This is an optimization exercise on Yosys and OpenROAD, whose aim is small area, a short achievable clock period and few clock cycles, not a production implementation.
Where RTL was checked, it was by simulation tests only, not by an equivalence proof against the original.
Only the layout flow was run in runs 2 to 4; the RTL was not checked for function there.
Power figures rest on the tool's default switching activity, not on a simulated workload.

`flow/design.v`:
```
module SimpleCPU(clk, rst, data_fromRAM, wrEn, addr_toRAM, data_toRAM);
input clk, rst;
input wire [31:0] data_fromRAM;
output reg wrEn;
output reg [9:0] addr_toRAM;
output reg [31:0] data_toRAM;    
localparam S_F0  = 4'd0,   
           S_F1  = 4'd1,   
           S_2   = 4'd2,   
           S_3   = 4'd3,   
           S_4   = 4'd4,   
           S_5   = 4'd5,   
           S_IT  = 4'd6,   
           S_J   = 4'd7,   
           S_BR  = 4'd8,   
           S_NFX = 4'd9,   
           S_NFL = 4'd10,  
           S_NFH = 4'd11;  
localparam OP_ADD = 4'd0, OP_ADDi = 4'd1, OP_NAND = 4'd2, OP_NANDi = 4'd3,
           OP_SRL = 4'd4, OP_SRLi = 4'd5, OP_LT = 4'd6, OP_LTi = 4'd7,
           OP_CP = 4'd8, OP_CPi = 4'd9, OP_CPI = 4'd10, OP_CPIi = 4'd11,
           OP_BZJ = 4'd12, OP_BZJi = 4'd13, OP_MUL = 4'd14, OP_MULi = 4'd15;
reg [3:0]  state;
reg        hz;           
reg [9:0]  pc;
reg [3:0]  op;
reg [9:0]  fa;           
reg [31:0] r2;           
reg [31:0] r3;           
reg        g32;          
reg        bz;           
wire [31:0] d  = data_fromRAM;
wire [31:0] r1 = data_toRAM;
wire [9:0]  pc1 = pc + 10'd1;
wire st_f1  = state == S_F1;
wire st_2   = state == S_2;
wire st_3   = state == S_3;
wire st_4   = state == S_4;
wire st_5   = state == S_5;
wire st_it  = state == S_IT;
wire st_j   = state == S_J;
wire st_br  = state == S_BR;
wire st_nfx = state == S_NFX;
wire st_nfl = state == S_NFL;
wire st_nf  = state == S_NFX || state == S_NFL || state == S_NFH;
wire op_mul  = op[3:1] == 3'b111;
wire op_alu  = ~op[3];                  
wire op_imm  = op[0];
wire op_srl  = op[3:1] == 3'b010;
wire [32:0] sum;
add32 adder (.a(r1), .b(r2), .s(sum));
wire        lt   = sum[32];
wire        srl_last = g32 | (r2[4:1] == 4'd0);
wire        srl_nz   = ~g32 & (r2[4:0] != 5'd0);
wire r3hz = (r3[31:1] == 31'd0);
wire r2lz = (r2[30:0] == 31'd0);
wire r2z  = r2lz & ~r2[31];
wire mul_last = r3hz | r2lz;
wire take = (st_f1 & ~hz) | (st_br & ~bz);
wire d_cpi = d[31:28] == OP_CPi;
wire d_cpb = d[31] & ~d[30] & ~d[28];    
reg [3:0] state_n;
reg       nf;            
always @(*) begin
	nf = 1'b0;
	state_n = state;
	case (state)
	S_F0: state_n = S_F1;
	S_F1: state_n = hz ? S_F0 : d_cpi ? S_NFH : S_2;
	S_2:  if (op == OP_CP) begin nf = 1'b1; state_n = S_NFL; end
	      else state_n = S_3;
	S_3:  case (op)
		OP_ADDi, OP_NANDi, OP_LTi: begin nf = 1'b1; state_n = S_NFX; end
		OP_SRLi: if (srl_last) begin nf = 1'b1; state_n = S_NFX; end
		         else state_n = S_IT;
		OP_MULi: state_n = S_IT;
		OP_BZJi: state_n = S_J;
		OP_CPIi: begin nf = 1'b1; state_n = S_NFL; end
		OP_CPI: state_n = S_5;
		default: state_n = S_4;  
	      endcase
	S_4:  case (op)
		OP_SRL: state_n = S_IT;
		OP_MUL: if (r2z) begin nf = 1'b1; state_n = S_NFH; end
		        else state_n = S_IT;
		OP_BZJ: state_n = S_BR;
		default: begin nf = 1'b1; state_n = S_NFX; end  
	      endcase
	S_5:  begin nf = 1'b1; state_n = S_NFL; end
	S_IT: if (op[3] ? mul_last : srl_last) begin nf = 1'b1; state_n = S_NFH; end
	S_J:  state_n = S_F0;
	S_BR: state_n = bz ? S_F1 : d_cpi ? S_NFH : S_2;
	S_NFX, S_NFL, S_NFH: state_n = S_F1;
	default: state_n = S_F0;
	endcase
end
wire nf_bzj = st_3 & (op == OP_BZJ);
wire pc_inc = nf | nf_bzj | (take & d_cpi);
always @(posedge clk) begin
	if (rst) begin
		state <= S_F0;
		pc <= 10'd0;
		addr_toRAM <= 10'd0;
		wrEn <= 1'b0;
		hz <= 1'b0;
	end else begin
		state <= state_n;
		wrEn <= st_nf;
		hz <= st_nf & (fa == pc);
		if (pc_inc) pc <= pc1;
		else if (st_j | (st_br & bz)) pc <= sum[9:0];
		if (pc_inc) addr_toRAM <= pc1;
		else if (take & d_cpb) addr_toRAM <= d[9:0];
		else if (take) addr_toRAM <= d[23:14];
		else if (st_2) addr_toRAM <= r2[9:0];
		else if (st_3 & (op == OP_CPI)) addr_toRAM <= d[9:0];
		else if (st_4 | st_j) addr_toRAM <= sum[9:0];    
		else addr_toRAM <= fa;                            
	end
end
wire op_lt   = ~op[3] & op[2] & op[1];
wire sel_imm  = take;
wire sel_zero = (st_2 & (op_mul | op == OP_BZJ)) | ((st_nfx | st_it) & op_srl & g32);
wire sel_nd   = st_3 & op_lt;
wire sel_d    = (st_3 & ((op_alu & ~op_lt) | op == OP_BZJi)) | st_nfl;
wire sel_sum  = (st_nfx & op[2:1] == 2'b00) | (st_it & op[3] & r3[0]);
wire sel_nand = st_nfx & op[2:1] == 2'b01;
wire sel_lt   = st_nfx & op[2:1] == 2'b11;
wire sel_shr  = (st_nfx | st_it) & op_srl & srl_nz;
wire r1_en = sel_imm | sel_zero | sel_nd | sel_d | sel_sum | sel_nand | sel_lt | sel_shr;
wire [31:0] r1_n = ({32{sel_d}} & d) | ({32{sel_imm}} & {18'd0, d[13:0]}) |
                   ({32{sel_nd}} & ~d) | ({32{sel_sum}} & sum[31:0]) |
                   ({32{sel_nand}} & ~(r1 & r2)) | {31'd0, sel_lt & lt} |
                   ({32{sel_shr}} & {1'b0, r1[31:1]});
always @(posedge clk) begin
	if (take) begin
		op <= d[31:28];
		fa <= d[23:14];
	end else if (st_3 & (op == OP_CPIi))
		fa <= d[9:0];
	if (r1_en) data_toRAM <= r1_n;
	if (take)
		r2 <= {18'd0, d[13:0]};
	else if ((st_3 & (op_mul | op == OP_BZJ)) | (st_4 & op_alu))
		r2 <= d;
	else if (st_it & op[3])
		r2 <= {r2[30:0], 1'b0};
	else if (st_it & srl_nz)
		r2[4:0] <= r2[4:0] - 5'd1;
	if (take) g32 <= |d[13:5];
	else if (st_4) g32 <= |d[31:5];
	if (st_4) bz <= (d == 32'd0);
	if (st_4) r3 <= d;
	else if (st_3) r3 <= {18'd0, r2[13:0]};
	else r3 <= {1'b0, r3[31:1]};
end
endmodule
module add32(input [31:0] a, input [31:0] b, output [32:0] s);
  wire [31:0] p0 = a ^ b, g0 = a & b;
  wire [31:0] g1, p1, g2, p2, g3, p3, g4, p4, g5, p5, c;
  genvar i;
  generate for (i = 0; i < 32; i = i + 1) begin : l1
    if (i % 2 == 1) begin
      assign g1[i] = g0[i] | p0[i] & g0[i-1]; assign p1[i] = p0[i] & p0[i-1];
    end else begin
      assign g1[i] = g0[i]; assign p1[i] = p0[i];
    end
  end endgenerate
  generate for (i = 0; i < 32; i = i + 1) begin : l2
    if (i % 4 == 3) begin
      assign g2[i] = g1[i] | p1[i] & g1[i-2]; assign p2[i] = p1[i] & p1[i-2];
    end else begin
      assign g2[i] = g1[i]; assign p2[i] = p1[i];
    end
  end endgenerate
  generate for (i = 0; i < 32; i = i + 1) begin : l3
    if (i % 8 == 7) begin
      assign g3[i] = g2[i] | p2[i] & g2[i-4]; assign p3[i] = p2[i] & p2[i-4];
    end else begin
      assign g3[i] = g2[i]; assign p3[i] = p2[i];
    end
  end endgenerate
  generate for (i = 0; i < 32; i = i + 1) begin : l4
    if (i % 16 == 15) begin
      assign g4[i] = g3[i] | p3[i] & g3[i-8]; assign p4[i] = p3[i] & p3[i-8];
    end else begin
      assign g4[i] = g3[i]; assign p4[i] = p3[i];
    end
  end endgenerate
  generate for (i = 0; i < 32; i = i + 1) begin : l5
    if (i == 31) begin
      assign g5[i] = g4[i] | p4[i] & g4[i-16]; assign p5[i] = p4[i] & p4[i-16];
    end else begin
      assign g5[i] = g4[i]; assign p5[i] = p4[i];
    end
  end endgenerate
  generate for (i = 0; i < 32; i = i + 1) begin : dn
    if (i == 0 || i == 1 || i == 3 || i == 7 || i == 15 || i == 31)
      assign c[i] = g5[i];
    else if (i == 23)
      assign c[i] = g5[i] | p5[i] & c[15];
    else if (i % 8 == 7)
      assign c[i] = g5[i] | p5[i] & c[i-8];
    else if (i % 4 == 3)
      assign c[i] = g5[i] | p5[i] & c[i-4];
    else if (i % 2 == 1)
      assign c[i] = g5[i] | p5[i] & c[i-2];
    else
      assign c[i] = g0[i] | p0[i] & c[i-1];
  end endgenerate
  assign s[0] = p0[0];
  generate for (i = 1; i < 32; i = i + 1) begin : so
    assign s[i] = p0[i] ^ c[i-1];
  end endgenerate
  assign s[32] = c[31];
endmodule
```
`flow/flow/run.sh`:
```
#!/bin/bash
# The standard layout, with plain buffers instead of delay cells on the ports,
# and timing repair aimed at a shorter period than the clock's.
set -euo pipefail
export BUFFER_PORTS_ARGS="-buffer_cell sky130_fd_sc_hd__buf_2"
export SETUP_SLACK_MARGIN=7.7
bash standard.sh > standard.log 2>&1
```
`flow/standard.sh`:
```
#!/bin/bash
# synth_recipe.tcl (not shown) runs the flow's synth.tcl, then flattens the netlist and writes it again
# the make line also repeats each setting of config.mk as NAME=value (left out here)
make -C /OpenROAD-flow-scripts/flow DESIGN_CONFIG=/design/flow/config.mk WORK_HOME=/design/flow/orfs CLKGATE_MAP_FILE= SYNTH_SCRIPT=/design/flow/synth_recipe.tcl "${@:-finish}"
```
`flow/config.mk`:
```
export PLATFORM = sky130hd
export DESIGN_NAME = SimpleCPU
export DESIGN_NICKNAME = SimpleCPU
export VERILOG_FILES = /design/flow/design.v
export SDC_FILE = /design/flow/constraint.sdc
export NUM_CORES = 4
export LEC_CHECK = 0
export ABC_AREA = 1
export CAP_MARGIN = 20
export CORE_MARGIN = 2
export CORE_UTILIZATION = 40
export SLEW_MARGIN = 20
```
`flow/constraint.sdc`:
```
create_clock -name core_clock -period 11.0 [get_ports {clk}]
set_input_delay 2.2000 -clock core_clock [delete_from_list [all_inputs] [get_ports {clk}]]
set_output_delay 2.2000 -clock core_clock [all_outputs]
set_load 0.01 [all_outputs]
```
==> results.yml, run 1 <==
worst_setup_path:
  slowest_stage: "edfxtp_1"
  crit_type: "flip-flop to output port"
  cpPeakStageDelay_ns: 0.42
  crit_family: "flip-flops"
  arrival_ns: 1.11
  regToRegStartpoint: "data_toRAM[0]"
  startpoint_type: "flip-flop"
  crit_chain: "buf_4 -> buf_6"
  r2r_slack_ns: 7.81
  endpoint_kind: "output port"
  r2r-end: "data_toRAM[30]"
  r2r_cells: 17
  required_ns: 8.80
  cp_max_fo: 2
  path_buf_inv: 2
logic_synthesis:
  synth.cell_area_mm2: 0.009060
  yosys.area.top_type: "edfxtp_1"
  synth_edf_count: 62
  syn_area_per_cell_um2: 7.671
  synth_fp_nets: 1265
  netlist_instances: 1181
  synth-seq-area-share_pct: 37.34
  synth_area_leaders: "edfxtp_1, dfxtp_1, nand2_1, inv_1, a21oi_1"
  yosys_warnings: 1
  synth_top_area_share_pct: 20.55
  ys_ff_latch: 138
  synth_cell_types: 55
  async_flop_share_pct: 0
  ys.flop_type: "dfxtp_1"
placed_design:
  gp_congestion: 0.9268
  place_hpwl_um: 22780
  io_buffers: 76
global_routing:
  grt_max_degree: 44
  grt_pass1_wl_um: 48500
  grt_util_met1_pct: 34.70
  grt-ovfl-total: 0
  antenna_found_initial: 1
  grtUsageMet3_pct: 4.847
  use_met2_pct: 43.13
  grt_pass1_vias: 8453
  busiest_layer: "met2"
  track_usage_pct: 26.37
detailed_routing:
  vias: 8925
  drt_iter0_markers: 925
  antenna_left: 0
  via_per_inst: 5.732
  wire_per_inst_um: 20.17
  finalWirelength_um: 31410
  firstDrtPassIters: 6
  drcViolationCount: 0
timing:
  fin_crit_ns: 3.314
  max_freq_ghz: 0.3018
  setup_violations: 0
  finalCritPeriodShare_pct: 30.12
  finalHoldViolCount: 0
  worst_pin_slew_ns: 0.9360
  slew_headroom_pct: 37.53
  slew_viol_final: 0
  skew_ns: 0.007578
  fin_setup_tns_ns: 0
  rsz0062_at_grt: "true"
power:
  pwr-share-clk_pct: 20.4
  p_leak_nw: 4.646
  power.density_mw_per_mm2: 320.6
  p_seq_share_pct: 29.2
  max-vdd-ir-drop_uv: 123.6
  power_switching_mw: 1.523
  power_mw: 3.409
  switching_share_pct: 44.66
  p_int_mw: 1.886
  pwr-share-comb_pct: 50.4
hold_path:
  holdCritStartpoint: "r3[15]"
  holdPathEnd: "r3[14]"
  hold_class: "flip-flop to flip-flop"
  hold_depth: 2
floorplanning:
  start_util_pct: 40.38
  core_area_mm2: 0.02243
  die_y_um: 154.5
  core.rowCount: 55
  dieArea_mm2: 0.02387
  die_w_um: 154.5
  io_pins: 77
clock_network:
  cts_buffers: 17
  clock-root-buffer: "clkbuf_16"
  numClockSinks: 138
  cts_hold_buf: 0
  clk_pin_slew_ns: 0.06
  clock_latency_ns: 0.43
  h-tree-depth: 4
  cts_tree: "yes"
  cts_buffer_depth: 2
cells_and_area:
  diodes: 0
  areaGrowthSynthToFinish_pct: 17.37
  seq_area_mm2: 0.003383
  fill_cells: 2232
  drive_gt1_share_pct: 16.35
  nNetsFinal: 1343
  multi_input_area_mm2: 0.004999
run:
  drv_cap: 0
outcome:
  outcome: "finished clean"
==> worst reg2reg max path: stages, from the launching register on <==
cell and delay [ns]:
edfxtp_1 0.42, ha_2 0.22, fa_1 0.35, inv_1 0.09, nor2_1 0.06, a211oi_2 0.26
o21ai_2 0.12, nand2_1 0.10, nand2_2 0.10, nand2_1 0.10, nand2_2 0.09, nand2_1 0.08
nand2_1 0.09, nand2_1 0.08, nand2_1 0.06, fa_1 0.43, a21oi_1 0.17, o211ai_1 0.10
==> power groups by stage <==
stage | registers, mW | clock network (mW) | logic (mW)
final | 0.994 | 0.696 | 1.72
after CTS | 0.999 | 0.699 | 1.66
after floorplan | 0.988 | 0 | 1.08
after global placement | 1.02 | 0 | 1.59
after global routing | 1.02 | 0.721 | 1.89
after detailed placement | 1.01 | 0 | 1.59
==> routing by layer <==
| layer | part of all wire [%] | up-vias |
|---|---|---|
| met5 | 0 | - |
| met4 | 3.4 | 0 |
| met3 | 7.6 | 79 |
| met2 | 47 | 432 |
| met1 | 42 | 4191 |
| li1 | - | 4223 |
==> synthesized netlist by cell type (4+ instances only) <==
cell / instances
buf_4: 4
ha_1: 34
clkbuf_1: 23
nor3_1: 12
fa_1: 16
o211ai_1: 25
o21bai_1: 10
a31oi_1: 14
nand4_1: 22
nand3_1: 49
a22oi_1: 6
nor2_2: 14
nand2_1: 228
inv_1: 142
xor2_1: 19
o221ai_1: 20
o21ai_0: 53
xnor2_1: 11
buf_2: 17
inv_2: 10
o22ai_1: 48
nor4_1: 7
nor2_1: 111
dfxtp_1: 76
edfxtp_1: 62
nand2_2: 10
a21oi_1: 99
==> kinds of logic (layout without fill, tap and decap cells) <==
logic type                 after synthesis  after routing  share of synthesized area, %
DFF                                    138            138                         37.34
buffers and inverters                  203            292                         9.156
and+or+nand+nor                        466            467                         22.54
adders and majority gates               50             50                         8.231
AOI/OAI and AO/OA                      294            295                         19.83
xor gates and xnor gates                30             30                         2.900
==> metrics by stage <==
| step | hold slack, ns | instances | worst slack (ns) | util, % | cell area [um2] |
|---|---|---|---|---|---|
| floorplan | 0.4487 | 1181 | 7.709 | - | 9066 |
| detailed placement | 0.4610 | 1503 | 6.782 | 42.94 | 9634 |
| CTS | 0.4700 | 1550 | 7.669 | 46.86 | 10510 |
| global placement | 0.4558 | 1503 | 6.865 | 42.94 | 9634 |
| finish | 0.4707 | 1557 | 7.686 | 47.40 | 10630 |
| global route | 0.4913 | 1557 | 7.649 | 47.40 | 10630 |
==> state kept, by name (all words and copies together), names as in the netlist <==
name and flops:
r2 32, r3 32, g32 1, bz 1, hz 1, fa 10, data_toRAM 32, addr_toRAM 10
state 4, op 4, wrEn 1, pc 10
==> what timing repair did <==
item                                    CTS  global route
buffers inserted                         13             7
pin swaps                                 3             7
endpoints found under the setup margin   76            49
gates resized for setup                  13            18
cloned                                    2             0
==> worst max-delay path by stage <==
stage / startpoint / slack (ns) / cells after the start / to
after global placement: data_fromRAM[31] / 6.86 / 10 / addr_toRAM[2]
after floorplan: data_fromRAM[31] / 7.71 / 12 / pc[7]
after CTS: data_toRAM[0] / 7.67 / 2 / data_toRAM[0]
after global routing: data_toRAM[0] / 7.65 / 17 / data_toRAM[30]
final: data_toRAM[0] / 7.69 / 2 / data_toRAM[0]
after detailed placement: data_fromRAM[31] / 6.78 / 10 / addr_toRAM[0]
==> final cells by class <==
| type | instances | area share (%) |
|---|---|---|
| clock inverters | 12 | 2.259 |
| inverters | 155 | 5.518 |
| well taps | 285 | 3.353 |
| repair buffers | 105 | 5.742 |
| flip-flops and latches | 138 | 31.82 |
| multi-input cells | 842 | 47.01 |
| clock buffers | 20 | 4.306 |
==> layout by cell type, fill, tap and decap left out, types with 4 or more instances in the layout <==
| master | count |
|---|---|
| nand2_1 | 225 |
| inv_1 | 137 |
| nor2_1 | 108 |
| a21oi_1 | 99 |
| dfxtp_1 | 76 |
| buf_2 | 74 |
| edfxtp_1 | 62 |
| o21ai_0 | 51 |
| nand3_1 | 49 |
| o22ai_1 | 48 |
| ha_1 | 33 |
| buf_4 | 29 |
| o211ai_1 | 25 |
| nand4_1 | 22 |
| o221ai_1 | 20 |
| xor2_1 | 19 |
| clkbuf_16 | 18 |
| nor2_2 | 16 |
| fa_1 | 16 |
| inv_2 | 14 |
| a31oi_1 | 14 |
| nand2_2 | 13 |
| nor3_1 | 10 |
| o21bai_1 | 10 |
| xnor2_1 | 10 |
| bufinv_16 | 7 |
| a22oi_1 | 6 |
| nor4_1 | 4 |
Testbench counts, summed over its fixed seeds: cycles 248,206.
==> run 2: changes to the inputs <==
--- a/flow/design.v
+++ b/flow/design.v
@@ -58,7 +58,7 @@
 wire mul_last = r3hz | r2lz;
 wire take = (st_f1 & ~hz) | (st_br & ~bz);
 wire d_cpi = d[31:28] == OP_CPi;
-wire d_cpb = d[31] & ~d[30] & ~d[28];    
+wire d_cpb = 1'b0;
 reg [3:0] state_n;
 reg       nf;            
 always @(*) begin
@@ -67,22 +67,21 @@
 	case (state)
 	S_F0: state_n = S_F1;
 	S_F1: state_n = hz ? S_F0 : d_cpi ? S_NFH : S_2;
-	S_2:  if (op == OP_CP) begin nf = 1'b1; state_n = S_NFL; end
-	      else state_n = S_3;
+	S_2:  state_n = S_3;
 	S_3:  case (op)
 		OP_ADDi, OP_NANDi, OP_LTi: begin nf = 1'b1; state_n = S_NFX; end
 		OP_SRLi: if (srl_last) begin nf = 1'b1; state_n = S_NFX; end
 		         else state_n = S_IT;
 		OP_MULi: state_n = S_IT;
 		OP_BZJi: state_n = S_J;
-		OP_CPIi: begin nf = 1'b1; state_n = S_NFL; end
-		OP_CPI: state_n = S_5;
+		OP_CPIi, OP_CP: begin nf = 1'b1; state_n = S_NFL; end
 		default: state_n = S_4;  
 	      endcase
 	S_4:  case (op)
 		OP_SRL: state_n = S_IT;
 		OP_MUL: if (r2z) begin nf = 1'b1; state_n = S_NFH; end
 		        else state_n = S_IT;
+		OP_CPI: state_n = S_5;
 		OP_BZJ: state_n = S_BR;
 		default: begin nf = 1'b1; state_n = S_NFX; end  
 	      endcase
@@ -113,7 +112,7 @@
 		else if (take & d_cpb) addr_toRAM <= d[9:0];
 		else if (take) addr_toRAM <= d[23:14];
 		else if (st_2) addr_toRAM <= r2[9:0];
-		else if (st_3 & (op == OP_CPI)) addr_toRAM <= d[9:0];
+		else if (st_4 & (op == OP_CPI)) addr_toRAM <= d[9:0];
 		else if (st_4 | st_j) addr_toRAM <= sum[9:0];    
 		else addr_toRAM <= fa;                            
 	end
==> run 2 against run 1 <==
Compared with the run above:
- still clean on timing, DRC and antenna
- critical path depth is the same
- non-clock buffer count unchanged
- clock-buffer cell count decreased by 2
- global-route usage down 1.7 points
- setup slack improved by 0.0042 ns
- largest power group unchanged
==> results.yml, run 2 <==
cells_and_area:
  reg_top3: "data_toRAM x32, r2 x32, r3 x32"
  nNetsFinal: 1279
  final_common_cell: "nand2_1"
  final_cell_mix: "nand2_1, inv_1, a21oi_1"
  drive_gt1_share_pct: 18.13
  diodes: 0
  areaGrowthSynthToFinish_pct: 17.76
clock_network:
  clock_latency_ns: 0.44
  numClockSinks: 138
  cts_buffer_depth: 2
  cts_hold_buf: 0
  clock-root-buffer: "clkbuf_16"
  h-tree-depth: 4
  cts_buffers: 17
  clk_pin_slew_ns: 0.06
  cts_tree: "yes"
floorplanning:
  die_w_um: 152.2
  dieArea_mm2: 0.02318
  start_util_pct: 40.53
  io_pins: 77
  core_area_mm2: 0.02169
  die_y_um: 152.2
  core.rowCount: 54
logic_synthesis:
  netlist_instances: 1116
  synth_edf_count: 62
  yosys_warnings: 1
  ys_top_cells_by_count: "nand2_1, inv_1, a21oi_1"
  ys.flop_type: "dfxtp_1"
  yosysMostFrequentCell: "nand2_1"
  async_flop_share_pct: 0
  synth_area_leaders: "edfxtp_1, dfxtp_1, nand2_1, a21oi_1, inv_1"
  synth_cell_types: 51
  yosys.area.top_type: "edfxtp_1"
  ys_ff_latch: 138
  synth-seq-area-share_pct: 38.49
  synth.cell_area_mm2: 0.008791
  synth_fp_nets: 1200
  syn_area_per_cell_um2: 7.877
  synth_top_area_share_pct: 21.18
timing:
  worst_pin_slew_ns: 0.8791
  slew_viol_final: 0
  finalCritPeriodShare_pct: 30.09
  skew_ns: 0.01385
  slew_headroom_pct: 41.17
  finalHoldViolCount: 0
  setup_violations: 0
  rsz0062_at_grt: "true"
  fin_setup_tns_ns: 0
  fin_crit_ns: 3.309
  max_freq_ghz: 0.3022
  hold_slack_ns: 0.4781
worst_setup_path:
  arrival_ns: 1.11
  crit_type: "flip-flop to output port"
  slowest_stage: "edfxtp_1"
  crit_chain: "buf_4 -> buf_2"
  required_ns: 8.80
  cpPeakStageDelay_ns: 0.39
  endpoint_kind: "output port"
  critical_path.startpoint: "data_toRAM[1]"
  r2r_cells: 17
  r2r_slack_ns: 7.87
  regToRegStartpoint: "data_toRAM[0]"
  cp_max_fo: 2
  r2r-end: "data_toRAM[30]"
  startpoint_type: "flip-flop"
detailed_routing:
  antenna_left: 0
  drt_iter0_markers: 853
  vias: 8467
  via_per_inst: 5.690
  drcViolationCount: 0
  finalWirelength_um: 28460
  firstDrtPassIters: 7
  wire_per_inst_um: 19.13
placed_design:
  place_hpwl_um: 19760
  io_buffers: 76
  gp_congestion: 0.9154
hold_path:
  hold_class: "flip-flop to flip-flop"
  holdPathEnd: "r3[25]"
  holdCritStartpoint: "r3[26]"
  hold_depth: 2
outcome:
  outcome: "finished clean"
power:
  power.density_mw_per_mm2: 227.0
  p_leak_nw: 4.530
  max-vdd-ir-drop_uv: 110.2
global_routing:
  track_usage_pct: 24.66
  grt-ovfl-total: 0
  grt_pass1_wl_um: 45290
  antenna_found_initial: 0
  grt_pass1_vias: 8107
  grt_max_degree: 50
run:
  drv_cap: 0
run 2: how the worst max path moves through the flow:
| stage | end | depth (start not counted) | slack (ns) |
|---|---|---|---|
| after detailed placement | pc[9] | 12 | 6.49 |
| after floorplan | pc[7] | 12 | 7.67 |
| after global routing | pc[4] | 12 | 7.64 |
| after CTS | pc[1] | 10 | 7.67 |
| after global placement | pc[1] | 10 | 6.56 |
| final | data_toRAM[1] | 2 | 7.69 |
run 2: timing repair:
action	CTS	global route
buffers inserted	12	11
endpoints found under the hold margin	0	0
cloned	2	0
pin swaps	5	10
endpoints found under the setup margin	81	63
resized for setup	16	33
run 2: through the flow:
step	setup slack [ns]	total power [mW]	util [%]	instance area, um2	instances
final	7.691	2.350	47.73	10350	1488
after global routing	7.641	2.512	47.73	10350	1488
after CTS	7.669	2.323	46.78	10150	1477
after detailed placement	6.490	1.702	43.22	9374	1431
after global placement	6.561	1.696	43.22	9374	1431
after floorplan	7.671	1.411	-	8803	1116
run 2: where the power goes:
| part | internal [mW] | total (mW) | switching (mW) |
|---|---|---|---|
| combinational | 0.352 | 0.956 | 0.604 |
| clock | 0.345 | 0.595 | 0.250 |
| sequential | 0.698 | 0.799 | 0.101 |
| total | 1.40 | 2.35 | 0.954 |
run 2: logic make-up after synthesis:
logic type | synth area share, %
and+or+nand+nor | 19.88
AOI/OAI and AO/OA | 21.38
buffers and inverters | 8.383
DFF | 38.49
adders and majority gates | 8.483
xor gates and xnor gates | 3.387
run 2: critical path, delay by kind of cell, from the launching register on:
kind / cells / cell delay, ns
buffers and inverters: 2 / 0.29
flip-flops: 1 / 0.39
run 2: final cells by class:
| type | count | area, um2 |
|---|---|---|
| flip-flops and latches | 138 | 3383 |
| repair buffers | 105 | 648.1 |
| multi-input cells | 794 | 4832 |
| well taps | 280 | 350.3 |
| fillers | 2131 | 11340 |
| inverters | 139 | 536.8 |
| clock inverters | 14 | 162.7 |
| clock buffers | 18 | 439.2 |
run 2: metal layers:
| metal | vias to the layer above | wire length (um) | track usage (%) |
|---|---|---|---|
| met1 | 4027 | 12830 | 34.64 |
| met3 | 42 | 1932 | 4.010 |
| met2 | 353 | 13050 | 38.25 |
| met5 | - | 0 | 0 |
| li1 | 4045 | - | - |
| met4 | 0 | 646 | 9.435 |
==> run 3: changes to the inputs <==
--- a/flow/design.v
+++ b/flow/design.v
@@ -57,8 +57,6 @@
 wire r2z  = r2lz & ~r2[31];
 wire mul_last = r3hz | r2lz;
 wire take = (st_f1 & ~hz) | (st_br & ~bz);
-wire d_cpi = d[31:28] == OP_CPi;
-wire d_cpb = 1'b0;
 reg [3:0] state_n;
 reg       nf;            
 always @(*) begin
@@ -66,8 +64,9 @@
 	state_n = state;
 	case (state)
 	S_F0: state_n = S_F1;
-	S_F1: state_n = hz ? S_F0 : d_cpi ? S_NFH : S_2;
-	S_2:  state_n = S_3;
+	S_F1: state_n = hz ? S_F0 : S_2;
+	S_2:  if (op == OP_CPi) begin nf = 1'b1; state_n = S_NFH; end
+	      else state_n = S_3;
 	S_3:  case (op)
 		OP_ADDi, OP_NANDi, OP_LTi: begin nf = 1'b1; state_n = S_NFX; end
 		OP_SRLi: if (srl_last) begin nf = 1'b1; state_n = S_NFX; end
@@ -87,14 +86,17 @@
 	      endcase
 	S_5:  begin nf = 1'b1; state_n = S_NFL; end
 	S_IT: if (op[3] ? mul_last : srl_last) begin nf = 1'b1; state_n = S_NFH; end
+	      else if (op[3] ? (r3[31:2] == 30'd0) : (r2[4:0] == 5'd2)) begin
+	          nf = 1'b1; state_n = S_NFX;
+	      end
 	S_J:  state_n = S_F0;
-	S_BR: state_n = bz ? S_F1 : d_cpi ? S_NFH : S_2;
+	S_BR: state_n = bz ? S_F1 : S_2;
 	S_NFX, S_NFL, S_NFH: state_n = S_F1;
 	default: state_n = S_F0;
 	endcase
 end
 wire nf_bzj = st_3 & (op == OP_BZJ);
-wire pc_inc = nf | nf_bzj | (take & d_cpi);
+wire pc_inc = nf | nf_bzj;
 always @(posedge clk) begin
 	if (rst) begin
 		state <= S_F0;
@@ -108,9 +110,8 @@
 		hz <= st_nf & (fa == pc);
 		if (pc_inc) pc <= pc1;
 		else if (st_j | (st_br & bz)) pc <= sum[9:0];
-		if (pc_inc) addr_toRAM <= pc1;
-		else if (take & d_cpb) addr_toRAM <= d[9:0];
-		else if (take) addr_toRAM <= d[23:14];
+		if (take) addr_toRAM <= d[23:14];
+		else if (pc_inc) addr_toRAM <= pc1;
 		else if (st_2) addr_toRAM <= r2[9:0];
 		else if (st_4 & (op == OP_CPI)) addr_toRAM <= d[9:0];
 		else if (st_4 | st_j) addr_toRAM <= sum[9:0];    
@@ -122,9 +123,9 @@
 wire sel_zero = (st_2 & (op_mul | op == OP_BZJ)) | ((st_nfx | st_it) & op_srl & g32);
 wire sel_nd   = st_3 & op_lt;
 wire sel_d    = (st_3 & ((op_alu & ~op_lt) | op == OP_BZJi)) | st_nfl;
-wire sel_sum  = (st_nfx & op[2:1] == 2'b00) | (st_it & op[3] & r3[0]);
-wire sel_nand = st_nfx & op[2:1] == 2'b01;
-wire sel_lt   = st_nfx & op[2:1] == 2'b11;
+wire sel_sum  = (st_nfx & ~op[3] & op[2:1] == 2'b00) | ((st_it | st_nfx) & op[3] & r3[0]);
+wire sel_nand = st_nfx & ~op[3] & op[2:1] == 2'b01;
+wire sel_lt   = st_nfx & ~op[3] & op[2:1] == 2'b11;
 wire sel_shr  = (st_nfx | st_it) & op_srl & srl_nz;
 wire r1_en = sel_imm | sel_zero | sel_nd | sel_d | sel_sum | sel_nand | sel_lt | sel_shr;
 wire [31:0] r1_n = ({32{sel_d}} & d) | ({32{sel_imm}} & {18'd0, d[13:0]}) |
==> run 3 against run 2 <==
Compared with the run above:
- still clean
- area after synthesis is 0.90% higher
- critical path depth down 1
- sequential power is 0.9% higher
- design area shrank 0.92%
- setup slack better by 0.015 ns
- combinational power fell by 2.3%
- global-route usage is 1.2 points higher
- clock power down 1%
- register-to-register slack lost 0.07 ns
- power down 0.89%
- die area increased by 0.88%
- largest cell class unchanged
==> results.yml, run 3 <==
global_routing:
  grt_max_degree: 45
  track_usage_pct: 25.86
  grt_pass1_vias: 8388
  grt-ovfl-total: 0
  antenna_found_initial: 0
  grt_pass1_wl_um: 47310
cells_and_area:
  diodes: 0
  nNetsFinal: 1304
  areaGrowthSynthToFinish_pct: 15.64
  fin_cells: 1512
  seq_area_mm2: 0.003383
  final_cell_mix: "nand2_1, inv_1, nor2_1"
  drive_gt1_share_pct: 15.10
  multi_input_area_mm2: 0.004813
  utilization_pct: 47.00
  final_common_cell: "nand2_1"
  fill_cells: 2179
  reg_top3: "data_toRAM x32, r2 x32, r3 x32"
power:
  power.density_mw_per_mm2: 227.1
  max-vdd-ir-drop_uv: 101.2
  p_leak_nw: 4.443
logic_synthesis:
  synth_area_leaders: "edfxtp_1, dfxtp_1, nand2_1, o21ai_0, inv_1"
  ys_ff_latch: 138
  ys_top_cells_by_count: "nand2_1, inv_1, nor2_1"
  yosysMostFrequentCell: "nand2_1"
  synth.cell_area_mm2: 0.008870
  async_flop_share_pct: 0
  synth_top_area_share_pct: 20.99
  synth_edf_count: 62
  synth_cell_types: 52
  netlist_instances: 1144
  ys.flop_type: "dfxtp_1"
  syn_area_per_cell_um2: 7.753
  synth-seq-area-share_pct: 38.14
  synth_fp_nets: 1229
  yosys.area.top_type: "edfxtp_1"
  yosys_warnings: 1
placed_design:
  place_hpwl_um: 21990
  gp_congestion: 0.9063
  place_inst: 1465
  io_buffers: 76
timing:
  slew_headroom_pct: 41.22
  fin_setup_tns_ns: 0
  finalHoldViolCount: 0
  setup_violations: 0
  fin_crit_ns: 3.295
  skew_ns: 0.01352
  max_freq_ghz: 0.3035
  rsz0062_at_grt: "true"
  worst_pin_slew_ns: 0.8725
  finalCritPeriodShare_pct: 29.95
  hold_slack_ns: 0.4973
  slew_viol_final: 0
worst_setup_path:
  slowest_stage: "edfxtp_1"
  cp_max_fo: 4
  endpoint_kind: "output port"
  crit_chain: "buf_2"
  arrival_ns: 1.09
  required_ns: 8.80
  crit_family: "flip-flops"
  r2r-end: "data_toRAM[30]"
  regToRegStartpoint: "r2[0]"
  cpPeakStageDelay_ns: 0.47
  crit_type: "flip-flop to output port"
  r2r_slack_ns: 7.80
  path_buf_inv: 1
  r2r_cells: 19
  startpoint_type: "flip-flop"
floorplanning:
  core_area_mm2: 0.02182
  start_util_pct: 40.64
  dieArea_mm2: 0.02338
  die_y_um: 152.9
  core.rowCount: 54
  io_pins: 77
  die_w_um: 152.9
detailed_routing:
  drt_iter0_markers: 825
  antenna_left: 0
  wire_per_inst_um: 19.93
  via_per_inst: 5.765
  finalWirelength_um: 30140
  drcViolationCount: 0
  vias: 8716
  firstDrtPassIters: 5
hold_path:
  hold_depth: 2
  holdPathEnd: "r3[29]"
  holdCritStartpoint: "r3[30]"
  hold_class: "flip-flop to flip-flop"
clock_network:
  clock_latency_ns: 0.43
  h-tree-depth: 4
  clock-root-buffer: "clkbuf_16"
  numClockSinks: 138
  cts_buffers: 17
  cts_tree: "yes"
  clk_pin_slew_ns: 0.07
  cts_buffer_depth: 2
  cts_hold_buf: 0
outcome:
  outcome: "finished clean"
run:
  drv_cap: 0
## run 3: cell count changes after synthesis, sizes merged, moves of 4 or more
cell    previous run  this run
o22ai             32        18
o211a              4         0
a221oi             1        15
o21ai            111       132
nor2              95       135
xnor2             18         8
inv              136       145
a21oi            108        79
clkbuf            29        21
## run 3: where the power goes
| group | switching, mW | total, mW | internal [mW] |
|---|---|---|---|
| clock network | 0.235 | 0.589 | 0.354 |
| logic | 0.599 | 0.934 | 0.335 |
| registers | 0.111 | 0.806 | 0.695 |
## run 3: what timing repair did
action,4_1_cts,5_1_grt
endpoints found under the hold margin,0,0
pin swaps,1,5
gates resized for setup,9,13
buffers inserted,7,8
endpoints found under the setup margin,44,27
## run 3: final cells by class
cell class                 instances  share of cell area [%]
multi-input combinational        817                   46.93
sequential                       138                   32.98
clock buffer                      25                   5.453
inverter                         147                   5.440
timing repair buffer              98                   5.318
tap                              280                   3.415
clock inverter                     7                  0.4635
## run 3: how the worst max path moves through the flow
stage                     endpoint  depth (start not counted)          start  slack, ns
global placement    data_toRAM[30]                         19          r2[0]       7.46
detailed placement  data_toRAM[30]                         19          r2[0]       7.38
global route        data_toRAM[30]                         19          r2[0]       7.60
floorplan           data_toRAM[23]                         18  data_toRAM[0]       7.80
CTS                 data_toRAM[30]                         19  data_toRAM[0]       7.69
finish               data_toRAM[1]                          1  data_toRAM[1]       7.71
## run 3: logic make-up after synthesis
group | synth area share [%]
buffers and inverters | 8.535
adders and majority gates | 8.548
and+or+nand+nor | 21.26
DFF | 38.14
AOI/OAI and AO/OA | 21.24
xor gates and xnor gates | 2.271
## run 3: per-layer routing
layer  vias up  track usage [%]  routed length (um)
li1       4123                -                   -
met5         -                0                   0
met2       339            40.98               13760
met1      4200            35.57               13620
met3        54            4.423                1940
met4         0            9.612                 819
## run 3: through the flow
stage	cell area, um2	power (mW)	worst slack (ns)
detailed placement	9463	1.695	7.380
floorplan	8870	1.389	7.799
global placement	9463	1.694	7.459
global route	10260	2.475	7.604
finish	10260	2.329	7.706
CTS	10150	2.302	7.689
==> run 4: changes to the inputs <==
--- a/flow/design.v
+++ b/flow/design.v
@@ -50,8 +50,10 @@
 wire [32:0] sum;
 add32 adder (.a(r1), .b(r2), .s(sum));
 wire        lt   = sum[32];
-wire        srl_last = g32 | (r2[4:1] == 4'd0);
-wire        srl_nz   = ~g32 & (r2[4:0] != 5'd0);
+wire        srl4     = ~g32 & (r2[4:2] != 3'd0);
+wire        srl1     = ~g32 & (r2[4:2] == 3'd0) & (r2[1:0] != 2'd0);
+wire        srl_nz   = srl4 | srl1;
+wire        srl_last = g32 | (r2[4:0] == 5'd4) | ((r2[4:2] == 3'd0) & (r2[1] == 1'b0));
 wire r3hz = (r3[31:1] == 31'd0);
 wire r2lz = (r2[30:0] == 31'd0);
 wire r2z  = r2lz & ~r2[31];
@@ -86,9 +88,6 @@
 	      endcase
 	S_5:  begin nf = 1'b1; state_n = S_NFL; end
 	S_IT: if (op[3] ? mul_last : srl_last) begin nf = 1'b1; state_n = S_NFH; end
-	      else if (op[3] ? (r3[31:2] == 30'd0) : (r2[4:0] == 5'd2)) begin
-	          nf = 1'b1; state_n = S_NFX;
-	      end
 	S_J:  state_n = S_F0;
 	S_BR: state_n = bz ? S_F1 : S_2;
 	S_NFX, S_NFL, S_NFH: state_n = S_F1;
@@ -123,15 +122,16 @@
 wire sel_zero = (st_2 & (op_mul | op == OP_BZJ)) | ((st_nfx | st_it) & op_srl & g32);
 wire sel_nd   = st_3 & op_lt;
 wire sel_d    = (st_3 & ((op_alu & ~op_lt) | op == OP_BZJi)) | st_nfl;
-wire sel_sum  = (st_nfx & ~op[3] & op[2:1] == 2'b00) | ((st_it | st_nfx) & op[3] & r3[0]);
-wire sel_nand = st_nfx & ~op[3] & op[2:1] == 2'b01;
-wire sel_lt   = st_nfx & ~op[3] & op[2:1] == 2'b11;
-wire sel_shr  = (st_nfx | st_it) & op_srl & srl_nz;
-wire r1_en = sel_imm | sel_zero | sel_nd | sel_d | sel_sum | sel_nand | sel_lt | sel_shr;
+wire sel_sum  = (st_nfx & op[2:1] == 2'b00) | (st_it & op[3] & r3[0]);
+wire sel_nand = st_nfx & op[2:1] == 2'b01;
+wire sel_lt   = st_nfx & op[2:1] == 2'b11;
+wire sel_shr  = (st_nfx | st_it) & op_srl & srl1;
+wire sel_shr4 = (st_nfx | st_it) & op_srl & srl4;
+wire r1_en = sel_imm | sel_zero | sel_nd | sel_d | sel_sum | sel_nand | sel_lt | sel_shr | sel_shr4;
 wire [31:0] r1_n = ({32{sel_d}} & d) | ({32{sel_imm}} & {18'd0, d[13:0]}) |
                    ({32{sel_nd}} & ~d) | ({32{sel_sum}} & sum[31:0]) |
                    ({32{sel_nand}} & ~(r1 & r2)) | {31'd0, sel_lt & lt} |
-                   ({32{sel_shr}} & {1'b0, r1[31:1]});
+                   ({32{sel_shr}} & {1'b0, r1[31:1]}) | ({32{sel_shr4}} & {4'd0, r1[31:4]});
 always @(posedge clk) begin
 	if (take) begin
 		op <= d[31:28];
@@ -145,8 +145,10 @@
 		r2 <= d;
 	else if (st_it & op[3])
 		r2 <= {r2[30:0], 1'b0};
-	else if (st_it & srl_nz)
-		r2[4:0] <= r2[4:0] - 5'd1;
+	else if (st_it & srl4)
+		r2[4:2] <= r2[4:2] - 3'd1;
+	else if (st_it & srl1)
+		r2[1:0] <= r2[1:0] - 2'd1;
 	if (take) g32 <= |d[13:5];
 	else if (st_4) g32 <= |d[31:5];
 	if (st_4) bz <= (d == 32'd0);
--- a/flow/config.mk
+++ b/flow/config.mk
@@ -6,7 +6,7 @@
 export NUM_CORES = 4
 export LEC_CHECK = 0
 export ABC_AREA = 1
-export CAP_MARGIN = 20
+export CAP_MARGIN = 40
 export CORE_MARGIN = 2
 export CORE_UTILIZATION = 40
-export SLEW_MARGIN = 20
+export SLEW_MARGIN = 40
==> run 4 against run 3 <==
Compared with the run above:
- still clean
- largest power group unchanged
- register-to-register slack got worse by 0.05 ns
- maximum frequency decreased by 0.26%
- clock-buffer cell count decreased by 7
- global-route usage increased by 0.26 points
- highest routed layer unchanged
- die area increased by 0.16%
==> results.yml, run 4 <==
power:
  power.density_mw_per_mm2: 219.6
  max-vdd-ir-drop_uv: 108.5
  power_mw: 2.311
  p_leak_nw: 4.624
worst_setup_path:
  cpPeakStageDelay_ns: 0.48
  r2r-end: "data_toRAM[23]"
  slowest_stage: "edfxtp_1"
  crit_type: "flip-flop to output port"
  r2r_slack_ns: 7.75
  r2r_cells: 19
  crit_path_end: "data_toRAM[4]"
  critical_path.startpoint: "data_toRAM[4]"
  regToRegStartpoint: "r2[0]"
  crit_family: "flip-flops"
  endpoint_kind: "output port"
  path_buf_inv: 1
  required_ns: 8.80
  cp_max_fo: 4
  startpoint_type: "flip-flop"
  crit_chain: "buf_2"
  crit_cells: 1
  arrival_ns: 1.10
timing:
  finalCritPeriodShare_pct: 30.03
  setup_violations: 0
  slew_viol_final: 0
  finalWorstSetupSlack_ns: 7.697
  max_freq_ghz: 0.3028
  skew_ns: 0.009553
  rsz0062_at_grt: "true"
  fin_crit_ns: 3.303
  worst_pin_slew_ns: 0.8735
  fin_setup_tns_ns: 0
  finalHoldViolCount: 0
  slew_headroom_pct: 41.63
floorplanning:
  core_area_mm2: 0.02182
  die_w_um: 153.0
  start_util_pct: 40.71
  die_y_um: 153.0
  dieArea_mm2: 0.02342
  io_pins: 77
  core.rowCount: 54
detailed_routing:
  finalWirelength_um: 30870
  via_per_inst: 5.688
  wire_per_inst_um: 19.83
  firstDrtPassIters: 8
  drt_iter0_markers: 883
  vias: 8856
  drcViolationCount: 0
  antenna_left: 0
logic_synthesis:
  synth_edf_count: 62
  ys.flop_type: "dfxtp_1"
  yosys_warnings: 1
  async_flop_share_pct: 0
  yosysMostFrequentCell: "nand2_1"
  ys_ff_latch: 138
  ys_top_cells_by_count: "nand2_1, inv_1, nor2_1"
  synth_cell_types: 49
  netlist_instances: 1164
  synth.cell_area_mm2: 0.008885
  syn_area_per_cell_um2: 7.633
  synth_area_leaders: "edfxtp_1, dfxtp_1, nand2_1, inv_1, ha_1"
  yosys.area.top_type: "edfxtp_1"
  synth-seq-area-share_pct: 38.08
  synth_top_area_share_pct: 20.95
  synth_fp_nets: 1251
cells_and_area:
  drive_gt1_share_pct: 16.44
  fin_cells: 1557
  diodes: 0
  areaGrowthSynthToFinish_pct: 18.43
  fill_cells: 2212
  final_common_cell: "nand2_1"
  nNetsFinal: 1351
  final_cell_mix: "nand2_1, inv_1, nor2_1"
  reg_top3: "data_toRAM x32, r2 x32, r3 x32"
placed_design:
  place_hpwl_um: 22560
  gp_congestion: 0.9173
  io_buffers: 76
  place_ws_ns: 7.312
  place_inst: 1487
clock_network:
  clk_pin_slew_ns: 0.07
  numClockSinks: 138
  clock-root-buffer: "clkbuf_16"
  cts_buffers: 17
  clock_latency_ns: 0.43
  cts_hold_buf: 0
  h-tree-depth: 4
  cts_buffer_depth: 2
  cts_tree: "yes"
global_routing:
  grt-ovfl-total: 0
  grt_max_degree: 40
  track_usage_pct: 26.12
  antenna_found_initial: 0
  grt_pass1_vias: 8395
  grt_pass1_wl_um: 47870
run:
  drv_cap: 0
outcome:
  outcome: "finished clean"
hold_path:
  hold_class: "flip-flop to flip-flop"
  hold_depth: 2
==> run 4: cell types whose count changed after synthesis, moves of 10 or more <==
cell and delta:
a221oi_1 -10, a31oi_1 +12, nand2_1 +65, nand4_1 -11, nor2_1 -22, o2111ai_1 +17
o21ai_0 -36, o221ai_1 -22, o22ai_1 +20, xnor2_1 +11
==> run 4: worst min path at each step <==
stage | start | endpoint | slack (ns)
floorplan | r3[15] | r3[14] | 0.45
global placement | r3[15] | r3[14] | 0.45
detailed placement | r3[15] | r3[14] | 0.46
CTS | r3[30] | r3[29] | 0.47
global route | r3[18] | r3[17] | 0.49
finish | r3[30] | r3[29] | 0.47
==> run 4: cells by family after synthesis <==
group	count (synthesis)	synth area share (%)
compound gates	302	20.38
buf+inv	192	8.393
simple gates	447	21.18
fa+ha+maj	53	8.816
flops	138	38.08
xor+xnor	32	3.154
==> run 4: per-stage QoR <==
| stage | utilization (%) | cell area [um2] | hold slack [ns] |
|---|---|---|---|
| 2_1_floorplan | - | 8885 | 0.4454 |
| 3_3_place_gp | 43.60 | 9514 | 0.4543 |
| 3_5_place_dp | 43.73 | 9544 | 0.4616 |
| 4_1_cts | 46.84 | 10220 | 0.4690 |
| 5_1_grt | 48.22 | 10520 | 0.4927 |
| 6_report | 48.22 | 10520 | 0.4687 |
==> run 4: power by group <==
| group | switching (mW) | leakage [nW] | internal, mW |
|---|---|---|---|
| Sequential | 0.109 | 1.22 | 0.693 |
| Combinational | 0.577 | 3.12 | 0.348 |
| Clock | 0.245 | 0.284 | 0.340 |
==> run 4: cell type report <==
class                   instances  area, um2  area share (%)
clock buffers                  18      439.2           4.174
well taps                     280      350.3           3.329
multi-input cells             834       4855           46.14
repair buffers                126      785.8           7.467
inverters                     147      563.0           5.351
flip-flops and latches        138       3383           32.15
clock inverters                14      146.4           1.391
==> run 4: per-layer routing <==
layer  vias up  part of all wire [%]  global-route usage [%]
met5         -                     0                       0
met4         0                   3.0                   9.877
met3        68                   8.6                   4.423
met2       446                    45                   41.03
met1      4138                    43                   36.11
li1       4204                     -                       -
==> run 4: timing repair <==
action,in CTS,in global routing
resized for setup,6,24
buffers inserted,11,26
pin swaps,1,4
endpoints found under the setup margin,16,44
==> run 5: changes to the inputs <==
--- a/flow/design.v
+++ b/flow/design.v
@@ -29,6 +29,7 @@
 reg [31:0] r3;           
 reg        g32;          
 reg        bz;           
+reg        az;           
 wire [31:0] d  = data_fromRAM;
 wire [31:0] r1 = data_toRAM;
 wire [9:0]  pc1 = pc + 10'd1;
@@ -50,15 +51,14 @@
 wire [32:0] sum;
 add32 adder (.a(r1), .b(r2), .s(sum));
 wire        lt   = sum[32];
-wire        srl4     = ~g32 & (r2[4:2] != 3'd0);
-wire        srl1     = ~g32 & (r2[4:2] == 3'd0) & (r2[1:0] != 2'd0);
-wire        srl_nz   = srl4 | srl1;
-wire        srl_last = g32 | (r2[4:0] == 5'd4) | ((r2[4:2] == 3'd0) & (r2[1] == 1'b0));
+wire        srl_last = g32 | (r2[4:1] == 4'd0);
+wire        srl_nz   = ~g32 & (r2[4:0] != 5'd0);
 wire r3hz = (r3[31:1] == 31'd0);
 wire r2lz = (r2[30:0] == 31'd0);
 wire r2z  = r2lz & ~r2[31];
 wire mul_last = r3hz | r2lz;
-wire take = (st_f1 & ~hz) | (st_br & ~bz);
+wire jz   = st_j & az;
+wire take = (st_f1 & ~hz) | (st_br & ~bz) | jz;
 reg [3:0] state_n;
 reg       nf;            
 always @(*) begin
@@ -67,7 +67,7 @@
 	case (state)
 	S_F0: state_n = S_F1;
 	S_F1: state_n = hz ? S_F0 : S_2;
-	S_2:  if (op == OP_CPi) begin nf = 1'b1; state_n = S_NFH; end
+	S_2:  if (op == OP_CPi) begin nf = 1'b1; state_n = S_NFX; end    
 	      else state_n = S_3;
 	S_3:  case (op)
 		OP_ADDi, OP_NANDi, OP_LTi: begin nf = 1'b1; state_n = S_NFX; end
@@ -88,7 +88,7 @@
 	      endcase
 	S_5:  begin nf = 1'b1; state_n = S_NFL; end
 	S_IT: if (op[3] ? mul_last : srl_last) begin nf = 1'b1; state_n = S_NFH; end
-	S_J:  state_n = S_F0;
+	S_J:  state_n = jz ? S_2 : S_F0;
 	S_BR: state_n = bz ? S_F1 : S_2;
 	S_NFX, S_NFL, S_NFH: state_n = S_F1;
 	default: state_n = S_F0;
@@ -118,20 +118,18 @@
 	end
 end
 wire op_lt   = ~op[3] & op[2] & op[1];
-wire sel_imm  = take;
-wire sel_zero = (st_2 & (op_mul | op == OP_BZJ)) | ((st_nfx | st_it) & op_srl & g32);
+wire sel_zero = (st_2 & (op_mul | op == OP_BZJ | op == OP_CPi)) | ((st_nfx | st_it) & op_srl & g32);
 wire sel_nd   = st_3 & op_lt;
 wire sel_d    = (st_3 & ((op_alu & ~op_lt) | op == OP_BZJi)) | st_nfl;
 wire sel_sum  = (st_nfx & op[2:1] == 2'b00) | (st_it & op[3] & r3[0]);
 wire sel_nand = st_nfx & op[2:1] == 2'b01;
 wire sel_lt   = st_nfx & op[2:1] == 2'b11;
-wire sel_shr  = (st_nfx | st_it) & op_srl & srl1;
-wire sel_shr4 = (st_nfx | st_it) & op_srl & srl4;
-wire r1_en = sel_imm | sel_zero | sel_nd | sel_d | sel_sum | sel_nand | sel_lt | sel_shr | sel_shr4;
-wire [31:0] r1_n = ({32{sel_d}} & d) | ({32{sel_imm}} & {18'd0, d[13:0]}) |
+wire sel_shr  = (st_nfx | st_it) & op_srl & srl_nz;
+wire r1_en = sel_zero | sel_nd | sel_d | sel_sum | sel_nand | sel_lt | sel_shr;
+wire [31:0] r1_n = ({32{sel_d}} & d) |
                    ({32{sel_nd}} & ~d) | ({32{sel_sum}} & sum[31:0]) |
                    ({32{sel_nand}} & ~(r1 & r2)) | {31'd0, sel_lt & lt} |
-                   ({32{sel_shr}} & {1'b0, r1[31:1]}) | ({32{sel_shr4}} & {4'd0, r1[31:4]});
+                   ({32{sel_shr}} & {1'b0, r1[31:1]});
 always @(posedge clk) begin
 	if (take) begin
 		op <= d[31:28];
@@ -145,13 +143,12 @@
 		r2 <= d;
 	else if (st_it & op[3])
 		r2 <= {r2[30:0], 1'b0};
-	else if (st_it & srl4)
-		r2[4:2] <= r2[4:2] - 3'd1;
-	else if (st_it & srl1)
-		r2[1:0] <= r2[1:0] - 2'd1;
+	else if (st_it & srl_nz)
+		r2[4:0] <= r2[4:0] - 5'd1;
 	if (take) g32 <= |d[13:5];
 	else if (st_4) g32 <= |d[31:5];
 	if (st_4) bz <= (d == 32'd0);
+	if (st_3) az <= (d[9:0] == 10'd0);
 	if (st_4) r3 <= d;
 	else if (st_3) r3 <= {18'd0, r2[13:0]};
 	else r3 <= {1'b0, r3[31:1]};
--- a/flow/config.mk
+++ b/flow/config.mk
@@ -6,7 +6,8 @@
 export NUM_CORES = 4
 export LEC_CHECK = 0
 export ABC_AREA = 1
-export CAP_MARGIN = 40
+export CAP_MARGIN = 20
 export CORE_MARGIN = 2
 export CORE_UTILIZATION = 40
-export SLEW_MARGIN = 40
+export PLACE_DENSITY = 0.5
+export SLEW_MARGIN = 20
==> run 5 against run 4 <==
Compared with the run above:
- maximum frequency up 0.97%
- via count is 5.5% lower
- design area down 3.0%
- highest routed layer unchanged
- synthesized cell count shrank 2.7%
- clock skew up 0.0045 ns
- non-clock buffer count shrank 26
- clock power grew 13%
- area after synthesis fell by 0.94%
- worst hold slack improved by 0.0049 ns
- power shrank 8.1%
- combinational power shrank 23%
- critical endpoint is now data_toRAM[1]
==> results.yml, run 5 <==
detailed_routing:
  via_per_inst: 5.589
  met3_length_um: 1566
  wire_per_inst_um: 19.85
  drt_iter0_markers: 502
  firstDrtPassIters: 5
  antenna_left: 0
  drt-met1-wl_um: 13420
  drcViolationCount: 0
  finalWirelength_um: 29740
  vias: 8373
  top_layer: "met4"
  met2_length_um: 13940
logic_synthesis:
  syn_area_per_cell_um2: 7.768
  yosys_warnings: 1
  synth.cell_area_mm2: 0.008801
  ys.flop_type: "dfxtp_1"
  yosys.area.top_type: "edfxtp_1"
  synth-seq-area-share_pct: 38.78
  ys_top_cells_by_count: "nand2_1, inv_1, o21ai_0"
  yosysMostFrequentCell: "nand2_1"
  netlist_instances: 1133
  async_flop_share_pct: 0
  synth_top_area_share_pct: 21.50
  synth_cell_types: 53
  synth_edf_count: 63
  synth_fp_nets: 1217
  synth_area_leaders: "edfxtp_1, dfxtp_1, nand2_1, o21ai_0, a21oi_1"
  ys_ff_latch: 139
cells_and_area:
  final_common_cell: "nand2_1"
  reg_top3: "data_toRAM x32, r2 x32, r3 x32"
  nNetsFinal: 1289
  utilization_pct: 47.07
  areaGrowthSynthToFinish_pct: 15.99
  diodes: 0
  final_cell_mix: "nand2_1, inv_1, o21ai_0"
  drive_gt1_share_pct: 14.53
worst_setup_path:
  required_ns: 8.80
  crit_chain: "buf_2"
  r2r-end: "data_toRAM[2]"
  startpoint_type: "flip-flop"
  cp_max_fo: 4
  r2r_cells: 14
  cpPeakStageDelay_ns: 0.46
  path_buf_inv: 1
  regToRegStartpoint: "r2[0]"
  arrival_ns: 1.07
  crit_type: "flip-flop to output port"
  crit_family: "flip-flops"
  r2r_slack_ns: 7.90
  slowest_stage: "edfxtp_1"
  endpoint_kind: "output port"
floorplanning:
  io_pins: 77
  die_w_um: 152.3
  start_util_pct: 40.58
  dieArea_mm2: 0.02320
  core.rowCount: 54
  core_area_mm2: 0.02169
  die_y_um: 152.3
clock_network:
  h-tree-depth: 4
  cts_hold_buf: 0
  numClockSinks: 139
  clock_latency_ns: 0.43
  cts_tree: "yes"
  clk_pin_slew_ns: 0.06
  cts_buffer_depth: 2
  cts_buffers: 17
  clock-root-buffer: "clkbuf_16"
power:
  max-vdd-ir-drop_uv: 88.03
  pwr-share-comb_pct: 33.5
  power.density_mw_per_mm2: 208.0
  pwr-share-clk_pct: 31.1
  p_seq_share_pct: 35.4
  p_int_mw: 1.337
  switching_share_pct: 37.02
  p_leak_nw: 4.367
  power_switching_mw: 0.7860
timing:
  rsz0062_at_grt: "true"
  finalCritPeriodShare_pct: 29.74
  slew_headroom_pct: 36.20
  setup_violations: 0
  fin_setup_tns_ns: 0
  finalHoldViolCount: 0
  skew_ns: 0.01404
  fin_crit_ns: 3.271
  worst_pin_slew_ns: 0.9560
  slew_viol_final: 0
  max_freq_ghz: 0.3057
global_routing:
  track_usage_pct: 25.88
  grt_pass1_wl_um: 47130
  grt-ovfl-total: 0
  grt_max_degree: 43
  antenna_found_initial: 0
  grt_pass1_vias: 8144
outcome:
  outcome: "finished clean"
hold_path:
  holdCritStartpoint: "r3[20]"
  hold_class: "flip-flop to flip-flop"
  hold_depth: 2
  holdPathEnd: "r3[19]"
placed_design:
  io_buffers: 76
  gp_congestion: 0.8951
  place_hpwl_um: 21470
run:
  drv_cap: 0
[run 5: changes by cell type in the layout (fill, tap and decap cells not counted), moves of 20 or more]
cell,change
buf_4,-23
o2111ai_1,-20
o21ai_1,-20
inv_1,-22
o221ai_1,+26
o21ai_0,+21
[run 5: kinds of logic after synthesis]
kind of cell	Yosys count	synth area share, %
adders and majority gates	50	8.473
buffers and inverters	171	7.748
AOI/OAI and AO/OA	300	20.20
and+or+nand+nor	443	21.81
DFF	139	38.78
xor gates and xnor gates	30	2.985
[run 5: final cells by class]
type / count / area [um2]
fillers: 2219 / 11480
multi-input cells: 823 / 4762
flip-flops and latches: 139 / 3413
repair buffers: 100 / 560.5
inverters: 124 / 465.4
clock buffers: 20 / 446.7
well taps: 280 / 350.3
clock inverters: 12 / 210.2
[run 5: timing repair]
item | in CTS | in global routing
gates resized for setup | 4 | 5
pin swaps | 1 | 3
setup endpoints to repair | 18 | 11
buffers inserted | 3 | 5
[run 5: metrics by stage]
stage / power (mW) / setup WS, ns / hold WS [ns] / instance area (um2) / instances
CTS: 2.118 / 7.700 / 0.4714 / 10160 / 1493
global placement: 1.458 / 7.224 / 0.4633 / 9468 / 1458
floorplan: 1.218 / 7.773 / 0.4454 / 8801 / 1133
detailed placement: 1.451 / 7.186 / 0.4590 / 9468 / 1458
finish: 2.123 / 7.729 / 0.4736 / 10210 / 1498
global route: 2.253 / 7.638 / 0.4949 / 10210 / 1498
[run 5: worst max-delay path by stage]
stage,depth (start not counted),slack (ns),end,start
2_1_floorplan,3,7.77,g32,data_fromRAM[20]
3_3_place_gp,17,7.22,data_toRAM[31],r2[0]
3_5_place_dp,17,7.19,data_toRAM[31],r2[0]
4_1_cts,1,7.70,data_toRAM[28],data_toRAM[28]
5_1_grt,17,7.64,data_toRAM[31],r2[0]
6_report,1,7.73,data_toRAM[1],data_toRAM[1]
[run 5: layer usage]
layer | GRT usage, % | vias to the layer above
li1 | - | 4080
met1 | 34.89 | 3964
met2 | 42.66 | 277
met3 | 3.612 | 52
met4 | 9.123 | 0
met5 | 0 | -
[run 5: power groups by stage]
stage	clock [mW]	combinational, mW	sequential, mW
6_report	0.660	0.711	0.752
5_1_grt	0.691	0.798	0.764
4_1_cts	0.665	0.702	0.752
3_5_place_dp	0	0.688	0.763
3_3_place_gp	0	0.694	0.765
2_1_floorplan	0	0.468	0.750
Testbench counts of run 5, summed over its fixed seeds: cycles 252,232.
==> run 6: changes to the inputs <==
--- a/flow/config.mk
+++ b/flow/config.mk
@@ -8,6 +8,5 @@
 export ABC_AREA = 1
 export CAP_MARGIN = 20
 export CORE_MARGIN = 2
-export CORE_UTILIZATION = 40
-export PLACE_DENSITY = 0.5
+export CORE_UTILIZATION = 50
 export SLEW_MARGIN = 20
==> run 6 against run 5 <==
Compared with the run above:
- final cell count down 3.5%
- still clean on timing, DRC and antenna
- design area down 1.2%
- sequential cell count unchanged
- clock power down 12%
- highest routed layer unchanged
- sequential share of layout area up 0.39 points
- sequential power about the same
- largest cell class unchanged
- worst hold slack worse by 0.0064 ns
==> results.yml, run 6 <==
cells_and_area:
  fill_cells: 1617
  drive_gt1_share_pct: 14.17
  nNetsFinal: 1292
  final_common_cell: "nand2_1"
  final_cell_area_mm2: 0.01009
  reg_top3: "data_toRAM x32, r2 x32, r3 x32"
  final_cell_mix: "nand2_1, inv_1, o21ai_0"
  multi_input_area_mm2: 0.004755
  areaGrowthSynthToFinish_pct: 14.64
  diodes: 0
  seq_area_mm2: 0.003413
logic_synthesis:
  synth_edf_count: 63
  yosys_warnings: 1
  synth_top_area_share_pct: 21.50
  yosys.area.top_type: "edfxtp_1"
  synth_top_family_by_area: "simple AND/OR/NAND/NOR gates"
  ys_top_cells_by_count: "nand2_1, inv_1, o21ai_0"
  muxShareOfSynthArea_pct: 0
  synth-simple-area-share_pct: 21.81
  netlist_instances: 1133
  async_flop_share_pct: 0
  synth_fp_nets: 1217
  synth_area_leaders: "edfxtp_1, dfxtp_1, nand2_1, o21ai_0, a21oi_1"
  synth.cell_area_mm2: 0.008801
  yosysMostFrequentCell: "nand2_1"
  synth-seq-area-share_pct: 38.78
  ys.flop_type: "dfxtp_1"
  syn_area_per_cell_um2: 7.768
  synth_compound_area_share_pct: 20.20
  synthAdderAreaFrac_pct: 8.473
  ys_ff_latch: 139
  synthXorXnorAreaFrac_pct: 2.985
  synth_cell_types: 53
global_routing:
  grt_pass1_vias: 7939
  antenna_found_initial: 0
  grt-ovfl-total: 0
  grt_pass1_wl_um: 44910
  grt_max_degree: 49
  track_usage_pct: 32.04
worst_setup_path:
  slowest_stage: "edfxtp_1"
  arrival_ns: 1.09
  cpPeakStageDelay_ns: 0.40
  crit_family: "flip-flops"
  endpoint_kind: "output port"
  required_ns: 8.80
  crit_chain: "buf_4 -> buf_6"
  cp_max_fo: 2
  crit_type: "flip-flop to output port"
  path_buf_inv: 2
  startpoint_type: "flip-flop"
clock_network:
  numClockSinks: 139
  clk_pin_slew_ns: 0.06
  cts_hold_buf: 0
  clock-root-buffer: "clkbuf_16"
  clock_latency_ns: 0.43
  cts_tree: "yes"
  h-tree-depth: 4
  cts_buffer_depth: 2
  cts_buffers: 17
detailed_routing:
  drt_iter0_markers: 850
  wire_per_inst_um: 20.24
  firstDrtPassIters: 5
  via_per_inst: 5.911
  antenna_left: 0
  vias: 8548
  drcViolationCount: 0
  finalWirelength_um: 29260
placed_design:
  place_ws_ns: 7.327
  io_buffers: 76
  place_hpwl_um: 20760
  placed_area_mm2: 0.009407
  gp_congestion: 0.8737
timing:
  max_freq_ghz: 0.3039
  setup_violations: 0
  slew_viol_final: 0
  finalHoldViolCount: 0
  finalCritPeriodShare_pct: 29.91
  fin_setup_tns_ns: 0
  skew_ns: 0.01295
  hold_slack_ns: 0.4673
  worst_pin_slew_ns: 0.9631
  slew_headroom_pct: 35.72
  rsz0062_at_grt: "true"
  fin_crit_ns: 3.290
  finalWorstSetupSlack_ns: 7.710
floorplanning:
  dieArea_mm2: 0.01868
  core.rowCount: 48
  core_area_mm2: 0.01724
  start_util_pct: 51.06
  die_w_um: 136.7
  io_pins: 77
  die_y_um: 136.7
power:
  power.density_mw_per_mm2: 202.5
  p_leak_nw: 4.357
  max-vdd-ir-drop_uv: 123.2
  power_mw: 2.043
hold_path:
  hold_class: "flip-flop to flip-flop"
outcome:
  outcome: "finished clean"
run:
  drv_cap: 0
-- run 6: timing repair --
item	CTS	global route
pin swaps	1	2
setup buffers	4	6
gates resized for setup	3	7
setup endpoints to repair	16	11
-- run 6: layout make-up --
| cell class | count | area share [%] |
|---|---|---|
| Clock buffer | 27 | 5.196 |
| Multi-Input combinational cell | 823 | 47.12 |
| Inverter | 124 | 4.613 |
| Timing Repair Buffer | 103 | 5.903 |
| Clock inverter | 5 | 0.5456 |
| Tap cell | 225 | 2.790 |
| Sequential cell | 139 | 33.83 |
-- run 6: worst paths after layout --
| kind | cells past startpoint | from | slack [ns] | end |
|---|---|---|---|---|
| worst max-delay path | 2 | data_toRAM[0] | 7.71 | data_toRAM[0] |
| worst min-delay path | 2 | r3[20] | 0.47 | r3[19] |
| worst max register to register | 17 | data_toRAM[0] | 7.88 | data_toRAM[31] |
| worst min register to register | 2 | r3[20] | 0.47 | r3[19] |
-- run 6: metal layers --
| metal | vias up | routed length, um | track usage, % |
|---|---|---|---|
| met2 | 379 | 13090 | 49.28 |
| met3 | 67 | 2362 | 7.222 |
| met1 | 4034 | 12930 | 44.27 |
| met5 | - | 0 | 0 |
| met4 | 0 | 886 | 11.46 |
| li1 | 4068 | - | - |
-- run 6: metrics by stage --
stage	instances	utilization [%]
2_1_floorplan	1133	-
3_3_place_gp	1404	54.57
3_5_place_dp	1404	54.57
4_1_cts	1440	58.16
5_1_grt	1446	58.54
6_report	1446	58.54
-- run 6: kinds of logic (layout without fill, tap and decap cells) --
| group | Yosys count | in the layout |
|---|---|---|
| compound gates | 300 | 300 |
| xor+xnor | 30 | 30 |
| fa+ha+maj | 50 | 50 |
| buf+inv | 171 | 259 |
| flops | 139 | 139 |
| simple gates | 443 | 443 |
-- run 6: power breakdown --
group	internal, mW	switching (mW)
combinational	0.260	0.451
clock	0.349	0.230
sequential	0.667	0.0863
-- run 6: worst min-delay path, delay by kind of cell (launching register included) --
kind | cells | cell delay (ns)
flops | 1 | 0.31
simple gates | 2 | 0.12

## port drivers added, routing unchanged
Ports are ideal in the flow. The routed layouts listed here were re-timed in OpenROAD. Step 1 (the two cells are an assumption about what drives the block):
set clk [get_ports {clk}]
set_driving_cell -lib_cell sky130_fd_sc_hd__clkbuf_16 $clk
set_driving_cell -lib_cell sky130_fd_sc_hd__buf_2 [delete_from_list [all_inputs] $clk]
Step 2 also shifts input and output timing later by t, the mid clock arrival at the registers, as if the neighbouring blocks saw the same clock. Three values: ideal, step 1, step 2; two values: the first two.
run	t (ns)	setup WS [ns]	hold slack, ns	worst setup path at the end	clock arrival spread, ns
run 1	0.475	7.686 / 7.640 / 7.355	0.471 / 0.471 / 0.471	input to register	0.007 / 0.007
run 2	0.479	7.691 / 7.642 / 7.254	0.478 / 0.478 / 0.478	input to register	0.014 / 0.014
run 3	0.476	7.705 / 7.655 / 7.417	0.497 / 0.497 / 0.497	input to register	0.015 / 0.015
run 4	0.477	7.697 / 7.648 / 7.358	0.469 / 0.469 / 0.469	input to register	0.009 / 0.010
run 5	0.476	7.729 / 7.679 / 7.497	0.474 / 0.474 / 0.474	input to register	0.018 / 0.018
run 6	0.473	7.710 / 7.663 / 7.448	0.467 / 0.467 / 0.467	input to register	0.014 / 0.014
After both steps every run listed still meets setup and hold. For run 2, which loses most, drivers alone change the setup slack by -0.049 ns; drivers and shift together by -0.437 ns.
